This design comes from an exercise in tuning for small area on the open sky130 flow, not from production work. Function was checked by simulation only, so behaviour that the tests miss may differ from the original. No activity file was given, so power comes from the tool's default toggle rates.

File: flow/config.mk
export PLATFORM = sky130hd
export DESIGN_NAME = top_mac_st
export DESIGN_NICKNAME = top_mac_st
export VERILOG_FILES = /design/flow/design.v
export SDC_FILE = /design/flow/constraint.sdc
export NUM_CORES = 4
export LEC_CHECK = 0
export CAP_MARGIN = 20
export CORE_MARGIN = 2
export CORE_UTILIZATION = 40
export SLEW_MARGIN = 20
File: flow/run.sh
#!/bin/bash
# synth_recipe.tcl (not shown) runs the flow's synth.tcl, then flattens the netlist and writes it again
# the make line also repeats each setting of config.mk as NAME=value (left out here)
make -C /OpenROAD-flow-scripts/flow DESIGN_CONFIG=/design/flow/config.mk WORK_HOME=/design/flow/orfs CLKGATE_MAP_FILE= SYNTH_SCRIPT=/design/flow/synth_recipe.tcl finish
File: flow/design.v
module mac_st (a, w, c0, c1, acc, sum);
  input  [7:0]  a;
  input  [7:0]  w;
  input         c0, c1;     
  input  [19:0] acc;
  output [19:0] sum;
  wire m2 = c0 & c1;       
  wire m8 = ~c0;           
  wire m4 = c0 & ~c1;      
  wire nm2 = ~m2;
  wire [7:0] anm2 = a & {8{nm2}};   
  wire [7:0] am8  = a & {8{m8}};    
  wire pp_0_0;
  wire pp_0_1;
  wire pp_0_2;
  wire pp_0_3;
  wire pp_0_4;
  wire pp_0_5;
  wire pp_0_6;
  wire pp_0_7;
  wire pp_1_0;
  wire pp_1_1;
  wire pp_1_2;
  wire pp_1_3;
  wire pp_1_4;
  wire pp_1_5;
  wire pp_1_6;
  wire pp_1_7;
  wire pp_2_0;
  wire pp_2_1;
  wire pp_2_2;
  wire pp_2_3;
  wire pp_2_4;
  wire pp_2_5;
  wire pp_2_6;
  wire pp_2_7;
  wire pp_3_0;
  wire pp_3_1;
  wire pp_3_2;
  wire pp_3_3;
  wire pp_3_4;
  wire pp_3_5;
  wire pp_3_6;
  wire pp_3_7;
  wire pp_4_0;
  wire pp_4_1;
  wire pp_4_2;
  wire pp_4_3;
  wire pp_4_4;
  wire pp_4_5;
  wire pp_4_6;
  wire pp_4_7;
  wire pp_5_0;
  wire pp_5_1;
  wire pp_5_2;
  wire pp_5_3;
  wire pp_5_4;
  wire pp_5_5;
  wire pp_5_6;
  wire pp_5_7;
  wire pp_6_0;
  wire pp_6_1;
  wire pp_6_2;
  wire pp_6_3;
  wire pp_6_4;
  wire pp_6_5;
  wire pp_6_6;
  wire pp_6_7;
  wire pp_7_0;
  wire pp_7_1;
  wire pp_7_2;
  wire pp_7_3;
  wire pp_7_4;
  wire pp_7_5;
  wire pp_7_6;
  wire pp_7_7;
  wire t_s1;
  wire t_c1;
  wire t_s2;
  wire t_c2;
  wire t_s3;
  wire t_c3;
  wire t_s4;
  wire t_c4;
  wire t_s5;
  wire t_c5;
  wire t_s6;
  wire t_c6;
  wire t_s7;
  wire t_c7;
  wire t_s8;
  wire t_c8;
  wire t_s9;
  wire t_c9;
  wire t_s10;
  wire t_c10;
  wire t_s11;
  wire t_c11;
  wire t_s12;
  wire t_c12;
  wire t_s13;
  wire t_c13;
  wire t_s14;
  wire t_c14;
  wire t_s15;
  wire t_c15;
  wire t_s16;
  wire t_c16;
  wire t_s17;
  wire t_c17;
  wire t_s18;
  wire t_c18;
  wire t_s19;
  wire t_c19;
  wire t_s20;
  wire t_c20;
  wire t_s21;
  wire t_c21;
  wire t_s22;
  wire t_c22;
  wire t_s23;
  wire t_c23;
  wire t_s24;
  wire t_c24;
  wire t_s25;
  wire t_c25;
  wire t_s26;
  wire t_c26;
  wire t_s27;
  wire t_c27;
  wire t_s28;
  wire t_c28;
  wire t_s29;
  wire t_c29;
  wire t_s30;
  wire t_c30;
  wire t_s31;
  wire t_c31;
  wire t_s32;
  wire t_c32;
  wire t_s33;
  wire t_c33;
  wire t_s34;
  wire t_c34;
  wire t_s35;
  wire t_c35;
  wire t_s36;
  wire t_c36;
  wire t_s37;
  wire t_c37;
  wire t_s38;
  wire t_c38;
  wire t_s39;
  wire t_c39;
  wire t_s40;
  wire t_c40;
  wire t_s41;
  wire t_c41;
  wire t_s42;
  wire t_c42;
  wire t_s43;
  wire t_c43;
  wire t_s44;
  wire t_c44;
  wire t_s45;
  wire t_c45;
  wire t_s46;
  wire t_c46;
  wire t_s47;
  wire t_c47;
  wire t_s48;
  wire t_c48;
  wire t_s49;
  wire t_c49;
  wire t_s50;
  wire t_c50;
  wire t_s51;
  wire t_c51;
  wire t_s52;
  wire t_c52;
  wire t_s53;
  wire t_c53;
  wire t_s54;
  wire t_c54;
  wire t_s55;
  wire t_c55;
  wire t_s56;
  wire t_c56;
  wire t_s57;
  wire t_c57;
  wire t_s58;
  wire t_c58;
  wire t_s59;
  wire t_c59;
  wire t_s60;
  wire t_c60;
  wire t_s61;
  wire t_c61;
  wire t_s62;
  wire t_c62;
  wire t_s63;
  wire t_c63;
  wire t_s64;
  wire t_c64;
  wire t_s65;
  wire t_c65;
  wire t_s66;
  wire t_c66;
  wire t_s67;
  wire t_c67;
  wire t_s68;
  wire t_c68;
  wire t_s69;
  wire t_c69;
  wire t_s70;
  wire t_c70;
  wire t_s71;
  wire t_c71;
  wire t_s72;
  wire t_c72;
  wire t_s73;
  wire t_c73;
  wire t_s74;
  wire t_c74;
  wire t_s75;
  wire t_c75;
  wire t_s76;
  wire t_c76;
  wire t_s77;
  wire t_c77;
  wire t_s78;
  wire t_c78;
  wire t_s79;
  wire t_c79;
  wire t_s80;
  wire t_c80;
  wire t_s81;
  wire t_c81;
  wire t_s82;
  wire t_c82;
  wire t_s83;
  wire t_c83;
  wire t_s84;
  wire t_c84;
  wire t_s85;
  wire t_c85;
  wire t_s86;
  wire t_c86;
  wire t_s87;
  wire t_c87;
  wire t_s88;
  wire t_c88;
  wire t_s89;
  wire t_c89;
  assign pp_0_0 = am8[0] & w[0];
  assign pp_0_1 = am8[0] & w[1];
  assign pp_0_2 = am8[0] & w[2];
  assign pp_0_3 = am8[0] & w[3];
  assign pp_0_4 = anm2[0] & w[4];
  assign pp_0_5 = anm2[0] & w[5];
  assign pp_0_6 = a[0] & w[6];
  assign pp_0_7 = ~(a[0] & w[7]);
  assign pp_1_0 = am8[1] & w[0];
  assign pp_1_1 = am8[1] & w[1];
  assign pp_1_2 = am8[1] & w[2];
  assign pp_1_3 = am8[1] & w[3];
  assign pp_1_4 = anm2[1] & w[4];
  assign pp_1_5 = anm2[1] & w[5];
  assign pp_1_6 = a[1] & w[6];
  assign pp_1_7 = ~(a[1] & w[7]);
  assign pp_2_0 = am8[2] & w[0];
  assign pp_2_1 = am8[2] & w[1];
  assign pp_2_2 = am8[2] & w[2];
  assign pp_2_3 = am8[2] & w[3];
  assign pp_2_4 = a[2] & w[4];
  assign pp_2_5 = (a[2] & w[5]) ^ m2;
  assign pp_2_6 = anm2[2] & w[6];
  assign pp_2_7 = ~(anm2[2] & w[7]);
  assign pp_3_0 = am8[3] & w[0];
  assign pp_3_1 = am8[3] & w[1];
  assign pp_3_2 = am8[3] & w[2];
  assign pp_3_3 = am8[3] & w[3];
  assign pp_3_4 = a[3] & w[4];
  assign pp_3_5 = (a[3] & w[5]) ^ m2;
  assign pp_3_6 = anm2[3] & w[6];
  assign pp_3_7 = ~(anm2[3] & w[7]);
  assign pp_4_0 = anm2[4] & w[0];
  assign pp_4_1 = anm2[4] & w[1];
  assign pp_4_2 = a[4] & w[2];
  assign pp_4_3 = (a[4] & w[3]) ^ c0;
  assign pp_4_4 = am8[4] & w[4];
  assign pp_4_5 = am8[4] & w[5];
  assign pp_4_6 = am8[4] & w[6];
  assign pp_4_7 = ~(am8[4] & w[7]);
  assign pp_5_0 = anm2[5] & w[0];
  assign pp_5_1 = anm2[5] & w[1];
  assign pp_5_2 = a[5] & w[2];
  assign pp_5_3 = (a[5] & w[3]) ^ c0;
  assign pp_5_4 = am8[5] & w[4];
  assign pp_5_5 = am8[5] & w[5];
  assign pp_5_6 = am8[5] & w[6];
  assign pp_5_7 = ~(am8[5] & w[7]);
  assign pp_6_0 = a[6] & w[0];
  assign pp_6_1 = (a[6] & w[1]) ^ m2;
  assign pp_6_2 = anm2[6] & w[2];
  assign pp_6_3 = (anm2[6] & w[3]) ^ c0;
  assign pp_6_4 = am8[6] & w[4];
  assign pp_6_5 = am8[6] & w[5];
  assign pp_6_6 = am8[6] & w[6];
  assign pp_6_7 = ~(am8[6] & w[7]);
  assign pp_7_0 = a[7] & w[0];
  assign pp_7_1 = (a[7] & w[1]) ^ m2;
  assign pp_7_2 = anm2[7] & w[2];
  assign pp_7_3 = (anm2[7] & w[3]) ^ c0;
  assign pp_7_4 = am8[7] & w[4];
  assign pp_7_5 = am8[7] & w[5];
  assign pp_7_6 = am8[7] & w[6];
  assign pp_7_7 = ~(am8[7] & w[7]);
  assign t_s1 = pp_0_7 ^ pp_1_6;
  assign t_c1 = pp_0_7 & pp_1_6;
  assign t_s2 = pp_1_7 ^ pp_2_6;
  assign t_c2 = pp_1_7 & pp_2_6;
  assign t_s3 = pp_0_5 ^ pp_1_4;
  assign t_c3 = pp_0_5 & pp_1_4;
  assign t_s4 = pp_0_6 ^ pp_1_5 ^ pp_2_4;
  assign t_c4 = (pp_0_6 & pp_1_5) | (pp_0_6 & pp_2_4) | (pp_1_5 & pp_2_4);
  assign t_s5 = pp_3_3 ^ pp_4_2;
  assign t_c5 = pp_3_3 & pp_4_2;
  assign t_s6 = t_s1 ^ pp_2_5 ^ pp_3_4;
  assign t_c6 = (t_s1 & pp_2_5) | (t_s1 & pp_3_4) | (pp_2_5 & pp_3_4);
  assign t_s7 = pp_4_3 ^ pp_5_2 ^ pp_6_1;
  assign t_c7 = (pp_4_3 & pp_5_2) | (pp_4_3 & pp_6_1) | (pp_5_2 & pp_6_1);
  assign t_s8 = pp_7_0 ^ acc[7];
  assign t_c8 = pp_7_0 & acc[7];
  assign t_s9 = t_c1 ^ t_s2 ^ pp_3_5;
  assign t_c9 = (t_c1 & t_s2) | (t_c1 & pp_3_5) | (t_s2 & pp_3_5);
  assign t_s10 = pp_4_4 ^ pp_5_3 ^ pp_6_2;
  assign t_c10 = (pp_4_4 & pp_5_3) | (pp_4_4 & pp_6_2) | (pp_5_3 & pp_6_2);
  assign t_s11 = pp_7_1 ^ acc[8] ^ m4;
  assign t_c11 = (pp_7_1 & acc[8]) | (pp_7_1 & m4) | (acc[8] & m4);
  assign t_s12 = t_c2 ^ pp_2_7 ^ pp_3_6;
  assign t_c12 = (t_c2 & pp_2_7) | (t_c2 & pp_3_6) | (pp_2_7 & pp_3_6);
  assign t_s13 = pp_4_5 ^ pp_5_4 ^ pp_6_3;
  assign t_c13 = (pp_4_5 & pp_5_4) | (pp_4_5 & pp_6_3) | (pp_5_4 & pp_6_3);
  assign t_s14 = pp_7_2 ^ acc[9] ^ m2;
  assign t_c14 = (pp_7_2 & acc[9]) | (pp_7_2 & m2) | (acc[9] & m2);
  assign t_s15 = pp_3_7 ^ pp_4_6 ^ pp_5_5;
  assign t_c15 = (pp_3_7 & pp_4_6) | (pp_3_7 & pp_5_5) | (pp_4_6 & pp_5_5);
  assign t_s16 = pp_6_4 ^ pp_7_3 ^ acc[10];
  assign t_c16 = (pp_6_4 & pp_7_3) | (pp_6_4 & acc[10]) | (pp_7_3 & acc[10]);
  assign t_s17 = pp_4_7 ^ pp_5_6 ^ pp_6_5;
  assign t_c17 = (pp_4_7 & pp_5_6) | (pp_4_7 & pp_6_5) | (pp_5_6 & pp_6_5);
  assign t_s18 = pp_0_3 ^ pp_1_2;
  assign t_c18 = pp_0_3 & pp_1_2;
  assign t_s19 = pp_0_4 ^ pp_1_3 ^ pp_2_2;
  assign t_c19 = (pp_0_4 & pp_1_3) | (pp_0_4 & pp_2_2) | (pp_1_3 & pp_2_2);
  assign t_s20 = pp_3_1 ^ pp_4_0;
  assign t_c20 = pp_3_1 & pp_4_0;
  assign t_s21 = t_s3 ^ pp_2_3 ^ pp_3_2;
  assign t_c21 = (t_s3 & pp_2_3) | (t_s3 & pp_3_2) | (pp_2_3 & pp_3_2);
  assign t_s22 = pp_4_1 ^ pp_5_0 ^ acc[5];
  assign t_c22 = (pp_4_1 & pp_5_0) | (pp_4_1 & acc[5]) | (pp_5_0 & acc[5]);
  assign t_s23 = t_c3 ^ t_s4 ^ t_s5;
  assign t_c23 = (t_c3 & t_s4) | (t_c3 & t_s5) | (t_s4 & t_s5);
  assign t_s24 = pp_5_1 ^ pp_6_0 ^ acc[6];
  assign t_c24 = (pp_5_1 & pp_6_0) | (pp_5_1 & acc[6]) | (pp_6_0 & acc[6]);
  assign t_s25 = t_c4 ^ t_c5 ^ t_s6;
  assign t_c25 = (t_c4 & t_c5) | (t_c4 & t_s6) | (t_c5 & t_s6);
  assign t_s26 = t_s7 ^ t_s8 ^ m8;
  assign t_c26 = (t_s7 & t_s8) | (t_s7 & m8) | (t_s8 & m8);
  assign t_s27 = t_c6 ^ t_c7 ^ t_c8;
  assign t_c27 = (t_c6 & t_c7) | (t_c6 & t_c8) | (t_c7 & t_c8);
  assign t_s28 = t_s9 ^ t_s10 ^ t_s11;
  assign t_c28 = (t_s9 & t_s10) | (t_s9 & t_s11) | (t_s10 & t_s11);
  assign t_s29 = t_c9 ^ t_c10 ^ t_c11;
  assign t_c29 = (t_c9 & t_c10) | (t_c9 & t_c11) | (t_c10 & t_c11);
  assign t_s30 = t_s12 ^ t_s13 ^ t_s14;
  assign t_c30 = (t_s12 & t_s13) | (t_s12 & t_s14) | (t_s13 & t_s14);
  assign t_s31 = t_c12 ^ t_c13 ^ t_c14;
  assign t_c31 = (t_c12 & t_c13) | (t_c12 & t_c14) | (t_c13 & t_c14);
  assign t_s32 = t_s15 ^ t_s16 ^ m2;
  assign t_c32 = (t_s15 & t_s16) | (t_s15 & m2) | (t_s16 & m2);
  assign t_s33 = t_c15 ^ t_c16 ^ t_s17;
  assign t_c33 = (t_c15 & t_c16) | (t_c15 & t_s17) | (t_c16 & t_s17);
  assign t_s34 = pp_7_4 ^ acc[11] ^ m4;
  assign t_c34 = (pp_7_4 & acc[11]) | (pp_7_4 & m4) | (acc[11] & m4);
  assign t_s35 = t_c17 ^ pp_5_7 ^ pp_6_6;
  assign t_c35 = (t_c17 & pp_5_7) | (t_c17 & pp_6_6) | (pp_5_7 & pp_6_6);
  assign t_s36 = pp_7_5 ^ acc[12] ^ c0;
  assign t_c36 = (pp_7_5 & acc[12]) | (pp_7_5 & c0) | (acc[12] & c0);
  assign t_s37 = pp_6_7 ^ pp_7_6 ^ acc[13];
  assign t_c37 = (pp_6_7 & pp_7_6) | (pp_6_7 & acc[13]) | (pp_7_6 & acc[13]);
  assign t_s38 = pp_0_2 ^ pp_1_1;
  assign t_c38 = pp_0_2 & pp_1_1;
  assign t_s39 = t_s18 ^ pp_2_1 ^ pp_3_0;
  assign t_c39 = (t_s18 & pp_2_1) | (t_s18 & pp_3_0) | (pp_2_1 & pp_3_0);
  assign t_s40 = t_c18 ^ t_s19 ^ t_s20;
  assign t_c40 = (t_c18 & t_s19) | (t_c18 & t_s20) | (t_s19 & t_s20);
  assign t_s41 = t_c19 ^ t_c20 ^ t_s21;
  assign t_c41 = (t_c19 & t_c20) | (t_c19 & t_s21) | (t_c20 & t_s21);
  assign t_s42 = t_c21 ^ t_c22 ^ t_s23;
  assign t_c42 = (t_c21 & t_c22) | (t_c21 & t_s23) | (t_c22 & t_s23);
  assign t_s43 = t_c23 ^ t_c24 ^ t_s25;
  assign t_c43 = (t_c23 & t_c24) | (t_c23 & t_s25) | (t_c24 & t_s25);
  assign t_s44 = t_c25 ^ t_c26 ^ t_s27;
  assign t_c44 = (t_c25 & t_c26) | (t_c25 & t_s27) | (t_c26 & t_s27);
  assign t_s45 = t_c27 ^ t_c28 ^ t_s29;
  assign t_c45 = (t_c27 & t_c28) | (t_c27 & t_s29) | (t_c28 & t_s29);
  assign t_s46 = t_c29 ^ t_c30 ^ t_s31;
  assign t_c46 = (t_c29 & t_c30) | (t_c29 & t_s31) | (t_c30 & t_s31);
  assign t_s47 = t_c31 ^ t_c32 ^ t_s33;
  assign t_c47 = (t_c31 & t_c32) | (t_c31 & t_s33) | (t_c32 & t_s33);
  assign t_s48 = t_c33 ^ t_c34 ^ t_s35;
  assign t_c48 = (t_c33 & t_c34) | (t_c33 & t_s35) | (t_c34 & t_s35);
  assign t_s49 = t_c35 ^ t_c36 ^ t_s37;
  assign t_c49 = (t_c35 & t_c36) | (t_c35 & t_s37) | (t_c36 & t_s37);
  assign t_s50 = t_c37 ^ pp_7_7 ^ acc[14];
  assign t_c50 = (t_c37 & pp_7_7) | (t_c37 & acc[14]) | (pp_7_7 & acc[14]);
  assign t_s51 = pp_0_1 ^ pp_1_0;
  assign t_c51 = pp_0_1 & pp_1_0;
  assign t_s52 = t_s38 ^ pp_2_0 ^ acc[2];
  assign t_c52 = (t_s38 & pp_2_0) | (t_s38 & acc[2]) | (pp_2_0 & acc[2]);
  assign t_s53 = t_c38 ^ t_s39 ^ acc[3];
  assign t_c53 = (t_c38 & t_s39) | (t_c38 & acc[3]) | (t_s39 & acc[3]);
  assign t_s54 = t_c39 ^ t_s40 ^ acc[4];
  assign t_c54 = (t_c39 & t_s40) | (t_c39 & acc[4]) | (t_s40 & acc[4]);
  assign t_s55 = t_c40 ^ t_s41 ^ t_s22;
  assign t_c55 = (t_c40 & t_s41) | (t_c40 & t_s22) | (t_s41 & t_s22);
  assign t_s56 = t_c41 ^ t_s42 ^ t_s24;
  assign t_c56 = (t_c41 & t_s42) | (t_c41 & t_s24) | (t_s42 & t_s24);
  assign t_s57 = t_c42 ^ t_s43 ^ t_s26;
  assign t_c57 = (t_c42 & t_s43) | (t_c42 & t_s26) | (t_s43 & t_s26);
  assign t_s58 = t_c43 ^ t_s44 ^ t_s28;
  assign t_c58 = (t_c43 & t_s44) | (t_c43 & t_s28) | (t_s44 & t_s28);
  assign t_s59 = t_c44 ^ t_s45 ^ t_s30;
  assign t_c59 = (t_c44 & t_s45) | (t_c44 & t_s30) | (t_s45 & t_s30);
  assign t_s60 = t_c45 ^ t_s46 ^ t_s32;
  assign t_c60 = (t_c45 & t_s46) | (t_c45 & t_s32) | (t_s46 & t_s32);
  assign t_s61 = t_c46 ^ t_s47 ^ t_s34;
  assign t_c61 = (t_c46 & t_s47) | (t_c46 & t_s34) | (t_s47 & t_s34);
  assign t_s62 = t_c47 ^ t_s48 ^ t_s36;
  assign t_c62 = (t_c47 & t_s48) | (t_c47 & t_s36) | (t_s48 & t_s36);
  assign t_s63 = t_c48 ^ t_s49 ^ c0;
  assign t_c63 = (t_c48 & t_s49) | (t_c48 & c0) | (t_s49 & c0);
  assign t_s64 = t_c49 ^ t_s50 ^ c0;
  assign t_c64 = (t_c49 & t_s50) | (t_c49 & c0) | (t_s50 & c0);
  assign t_s65 = t_c50 ^ acc[15] ^ m8;
  assign t_c65 = (t_c50 & acc[15]) | (t_c50 & m8) | (acc[15] & m8);
  assign t_s66 = acc[16] ^ 1'b1;
  assign t_c66 = acc[16] & 1'b1;
  assign t_s67 = acc[17] ^ 1'b1;
  assign t_c67 = acc[17] & 1'b1;
  assign t_s68 = acc[18] ^ 1'b1;
  assign t_c68 = acc[18] & 1'b1;
  assign t_s69 = acc[19] ^ 1'b1;
  assign t_c69 = acc[19] & 1'b1;
  assign t_s70 = pp_0_0 ^ acc[0];
  assign t_c70 = pp_0_0 & acc[0];
  assign t_s71 = t_s51 ^ acc[1] ^ t_c70;
  assign t_c71 = (t_s51 & acc[1]) | (t_s51 & t_c70) | (acc[1] & t_c70);
  assign t_s72 = t_c51 ^ t_s52 ^ t_c71;
  assign t_c72 = (t_c51 & t_s52) | (t_c51 & t_c71) | (t_s52 & t_c71);
  assign t_s73 = t_c52 ^ t_s53 ^ t_c72;
  assign t_c73 = (t_c52 & t_s53) | (t_c52 & t_c72) | (t_s53 & t_c72);
  assign t_s74 = t_c53 ^ t_s54 ^ t_c73;
  assign t_c74 = (t_c53 & t_s54) | (t_c53 & t_c73) | (t_s54 & t_c73);
  assign t_s75 = t_c54 ^ t_s55 ^ t_c74;
  assign t_c75 = (t_c54 & t_s55) | (t_c54 & t_c74) | (t_s55 & t_c74);
  assign t_s76 = t_c55 ^ t_s56 ^ t_c75;
  assign t_c76 = (t_c55 & t_s56) | (t_c55 & t_c75) | (t_s56 & t_c75);
  assign t_s77 = t_c56 ^ t_s57 ^ t_c76;
  assign t_c77 = (t_c56 & t_s57) | (t_c56 & t_c76) | (t_s57 & t_c76);
  assign t_s78 = t_c57 ^ t_s58 ^ t_c77;
  assign t_c78 = (t_c57 & t_s58) | (t_c57 & t_c77) | (t_s58 & t_c77);
  assign t_s79 = t_c58 ^ t_s59 ^ t_c78;
  assign t_c79 = (t_c58 & t_s59) | (t_c58 & t_c78) | (t_s59 & t_c78);
  assign t_s80 = t_c59 ^ t_s60 ^ t_c79;
  assign t_c80 = (t_c59 & t_s60) | (t_c59 & t_c79) | (t_s60 & t_c79);
  assign t_s81 = t_c60 ^ t_s61 ^ t_c80;
  assign t_c81 = (t_c60 & t_s61) | (t_c60 & t_c80) | (t_s61 & t_c80);
  assign t_s82 = t_c61 ^ t_s62 ^ t_c81;
  assign t_c82 = (t_c61 & t_s62) | (t_c61 & t_c81) | (t_s62 & t_c81);
  assign t_s83 = t_c62 ^ t_s63 ^ t_c82;
  assign t_c83 = (t_c62 & t_s63) | (t_c62 & t_c82) | (t_s63 & t_c82);
  assign t_s84 = t_c63 ^ t_s64 ^ t_c83;
  assign t_c84 = (t_c63 & t_s64) | (t_c63 & t_c83) | (t_s64 & t_c83);
  assign t_s85 = t_c64 ^ t_s65 ^ t_c84;
  assign t_c85 = (t_c64 & t_s65) | (t_c64 & t_c84) | (t_s65 & t_c84);
  assign t_s86 = t_c65 ^ t_s66 ^ t_c85;
  assign t_c86 = (t_c65 & t_s66) | (t_c65 & t_c85) | (t_s66 & t_c85);
  assign t_s87 = t_c66 ^ t_s67 ^ t_c86;
  assign t_c87 = (t_c66 & t_s67) | (t_c66 & t_c86) | (t_s67 & t_c86);
  assign t_s88 = t_c67 ^ t_s68 ^ t_c87;
  assign t_c88 = (t_c67 & t_s68) | (t_c67 & t_c87) | (t_s68 & t_c87);
  assign t_s89 = t_c68 ^ t_s69 ^ t_c88;
  assign t_c89 = (t_c68 & t_s69) | (t_c68 & t_c88) | (t_s69 & t_c88);
  assign sum = {t_s89, t_s88, t_s87, t_s86, t_s85, t_s84, t_s83, t_s82, t_s81, t_s80, t_s79, t_s78, t_s77, t_s76, t_s75, t_s74, t_s73, t_s72, t_s71, t_s70};
endmodule
module top_mac_st (clk, rst, accu_rst, a, w, config_aw, z);
	parameter HEADROOM = 4;
	input                    clk;
	input                    rst;
	input                    accu_rst;
	input    [7:0]           a;         
	input    [7:0]           w;         
	input    [1:0]           config_aw;
	output   [15+HEADROOM:0] z;
	reg      [7:0]           a1, w1, a2, w2;
	reg                      clr1;
	reg      [15+HEADROOM:0] acc;
	wire     [15+HEADROOM:0] sum;
	mac_st mac (
		.a   (a2),
		.w   (w2),
		.c0  (config_aw[0]),
		.c1  (config_aw[1]),
		.acc (acc),
		.sum (sum)
	);
	always_ff @(posedge clk) begin
		a1   <= rst ? 8'd0 : a;       
		w1   <= w;
		clr1 <= rst | accu_rst;
		a2   <= a1;
		w2   <= w1;
		acc  <= clr1 ? '0 : sum;
	end
	genvar k;
	generate
		for (k = 0; k < 20; k = k + 1) begin : g_z
			if (k < 10)
				assign z[k] = config_aw[0] ? (config_aw[1] ? acc[k+6] : acc[k+4]) : acc[k];
			else if (k < 13)
				assign z[k] = config_aw[0] ? acc[k+4] : acc[k];
			else
				assign z[k] = acc[k];
		end
	endgenerate
endmodule  
File: flow/constraint.sdc
create_clock -name core_clock -period 10.0 [get_ports {clk}]
set_input_delay 2.0000 -clock core_clock [delete_from_list [all_inputs] [get_ports {clk}]]
set_output_delay 2.0000 -clock core_clock [all_outputs]
set_load 0.01 [all_outputs]
==> impl_metrics.py <==
metrics = {
    "floorplan": {
        "die-area_um2": 10600,
        "ios": 41,
        "core-area_um2": 9640,
        "die_h_um": 103,
        "fp.dieW_um": 103,
        "fp-row-count": 36,
        "start_util": 0.408,
    },
    "sta": {
        "fin_crit_sh": 0.970,
        "fmax_mhz": 103,
        "fin_crit_ps": 9700,
        "hold_violations": 0,
        "hold_ws_ps": 321,
        "finalSetupViolCount": 0,
        "fin_skew_ps": 15.0,
        "slew-limit-headroom": 0.483,
        "drv_slew": 0,
        "fin_tns_setup_ps": 0,
        "tightest_slew_ps": 774,
        "rsz0062_at_grt": "no",
    },
    "status": {
        "outcome": "no timing/DRC/antenna violations",
    },
    "clocking": {
        "cts_buffers": 5,
        "clk_latency_ps": 320,
        "cts_hold_buf": 0,
        "clk_pin_slew_ps": 110,
        "clockBufferDepth": 2,
        "h-tree-depth": 2,
        "cts_tree": "built",
        "cts.sinks": 53,
        "cts-root-buf": "clkbuf_8",
    },
    "power": {
        "peakVddDrop_mv": 0.0924,
        "powerDensity_nw_per_um2": 182,
        "p_leak_nw": 2.07,
    },
    "logic_synthesis": {
        "avgSynthCellArea_um2": 10.5,
        "synth_warnings": 1,
        "ys_types": 24,
        "yosysTopAreaCell": "fa_1",
        "async_flop_share": 0,
        "synth.most_common_cell": "inv_1",
        "synth_top_area_share": 0.377,
        "seq_area_frac_synth": 0.270,
        "synth-edff-count": 0,
        "synth_commonest_cells": "76 x inv_1, 74 x fa_1, 53 x dfxtp_1",
        "syn_inst": 374,
        "syn-num-nets": 479,
        "synthFlopType": "dfxtp_1",
        "synthTopCellsByArea": "fa_1 38%, dfxtp_1 27%, inv_1 7.3%",
        "syn-cell-area_um2": 3930,
        "synth_seq_cells": 53,
    },
    "setup_path": {
        "crit_fanout": 5,
        "cp-start-kind": "input port",
        "path_class": "in -> reg",
        "crit_chain": "clkdlybuf4s50_1, nand2_2, and3_1, ha_1, fa_1, fa_1, fa_1, fa_2, fa_1, fa_1, fa_2, fa_2, fa_2, fa_1, fa_1, fa_1, fa_1, fa_2, fa_1, inv_1, fa_2, fa_1, nor2_1",
        "max_stage_delay_ps": 550,
        "required_ps": 10260,
        "critPathMostFrequentCell": "fa_1",
        "crit_slowest_cell": "fa_1",
        "crit_path_end_kind": "flop",
        "arrival_ps": 9960,
    },
    "routing": {
        "drtIter0Drc": 56,
        "route.detailed.drc": 0,
        "antenna_left": 0,
        "num_vias": 2407,
        "wl_per_cell_um": 13.4,
        "drt_first_pass_iters": 4,
        "routed_wl_mm": 7.31,
        "vias_per_cell": 4.41,
    },
    "global_routing": {
        "antenna_found_initial": 0,
        "globalRouteTotalUtil": 0.162,
        "grt_pass1_vias": 2689,
        "grt_pass1_wl_mm": 13.0,
        "grt_start_max_net_pins": 26,
        "grt_overflow_total": 0,
    },
    "min_path": {
        "hp-class": "reg -> reg",
    },
    "place": {
        "io_buffers": 40,
        "dp_hpwl_mm": 6.07,
        "gp_congestion": 0.839,
    },
    "flow_run": {
        "cap_violations": 0,
    },
    "layout": {
        "area_growth_pct": 16.1,
        "antenna-diode-count": 0,
        "nNetsFinal": 517,
        "drive_above_1_share": 0.0630,
        "fillers": 924,
    },
}
[layer usage]
layer  share of wire  vias to the layer above  track usage
met3           0.032                       10       0.0325
met4           0.017                        0       0.0526
li1                -                     1160            -
met2            0.47                       43        0.260
met5               0                        -            0
met1            0.48                     1194        0.223
[state kept, by name, summed over array words and instances (netlist names)]
signal,count
acc,20
a1,8
a2,8
w1,8
w2,8
clr1,1
[critical path: cells and delay by family]
family / cells / cell delay (ps)
adder cells (fa/ha/maj): 18 / 6950
buffers and inverters: 2 / 590
AND/OR/NAND/NOR: 3 / 410
[final timing paths]
path,start,to,slack [ps],cells after the start
max,config_aw[1],acc[18],300,23
min,w1[4],w2[4],320,0
max reg2reg,w2[3],acc[18],2060,25
min reg2reg,w1[4],w2[4],320,0
[where the power goes]
part	internal (mW)	switching (mW)
logic	0.233	0.202
clock network	0.0525	0.0779
registers	0.237	0.0303
[area by class of cell]
class | count | area [um^2] | share of cell area
multi-input cells | 230 | 2500 | 0.548
flip-flops and latches | 53 | 1060 | 0.232
repair buffers | 46 | 452 | 0.0989
inverters | 76 | 285 | 0.0625
well taps | 133 | 166 | 0.0364
clock buffers | 5 | 68.8 | 0.0151
clock inverters | 3 | 28.8 | 0.00630
[cells in the final DEF (no fill, tap or decap), types with 12 or more instances in the layout]
cell type        count
clkdlybuf4s50_1     39
mux2i_1             12
fa_1                68
nor2_1              16
nand2_1             25
inv_1               76
and2_1              26
nor2b_1             28
dfxtp_1             53
[what timing repair did]
action / CTS / global route
endpoints found under the setup margin: 2 / 3
resized for setup: 4 / 7
cloned: 0 / 0
pin swaps: 0 / 1
setup buffers: 0 / 0
[cell families (layout without fill, tap and decap cells)]
kind of cell	count (synthesis)	count (layout)	share of synthesized area
AO/OA/AOI/OAI	11	11	0.0140
flip-flops	53	53	0.270
buffers and inverters	91	130	0.0989
adder cells (fa/ha/maj)	84	84	0.409
AND/OR/NAND/NOR	114	114	0.153
XOR/XNOR	7	7	0.0191
multiplexers	14	14	0.0363
[stage by stage]
| stage | setup WS [ps] | util | total power, mW | cells | area (um^2) |
|---|---|---|---|---|---|
| floorplan | 428 | - | 0.584 | 374 | 3930 |
| global placement | -318 | 0.461 | 0.689 | 538 | 4440 |
| detailed placement | -382 | 0.461 | 0.704 | 538 | 4440 |
| CTS | 40.7 | 0.472 | 0.839 | 546 | 4550 |
| global route | 44.6 | 0.474 | 0.928 | 546 | 4570 |
| finish | 302 | 0.474 | 0.833 | 546 | 4570 |

separate check: timing with driven ports:
In the flow no input, the clock included, has a driving cell. The finished layout below was timed again as built, in two steps.
Step 1 (the two cells are an assumption about what drives the block):
set clk [get_ports {clk}]
set_driving_cell -lib_cell sky130_fd_sc_hd__clkbuf_16 $clk
set_driving_cell -lib_cell sky130_fd_sc_hd__buf_2 [delete_from_list [all_inputs] $clk]
Step 2 moves the port delays by t, midway between the first and last clock arrival at a register: inputs arrive t later, outputs are due t later. That takes back most of the time a late clock gives input paths.
Slacks: no drivers / after step 1 / after step 2; pairs: no drivers / after step 1.
shift t [ns]: 0.345
setup WS [ns]: 0.302 / 0.309 / -0.036
worst hold slack (ns): 0.321 / 0.321 / 0.321
worst setup path at the end: input to register
cell pins on the clock port's net: 1
With both steps, setup timing fails in this run, where it was met with ideal ports. The setup slack of this run moves by +0.007 ns with the drivers and by -0.338 ns with both steps.
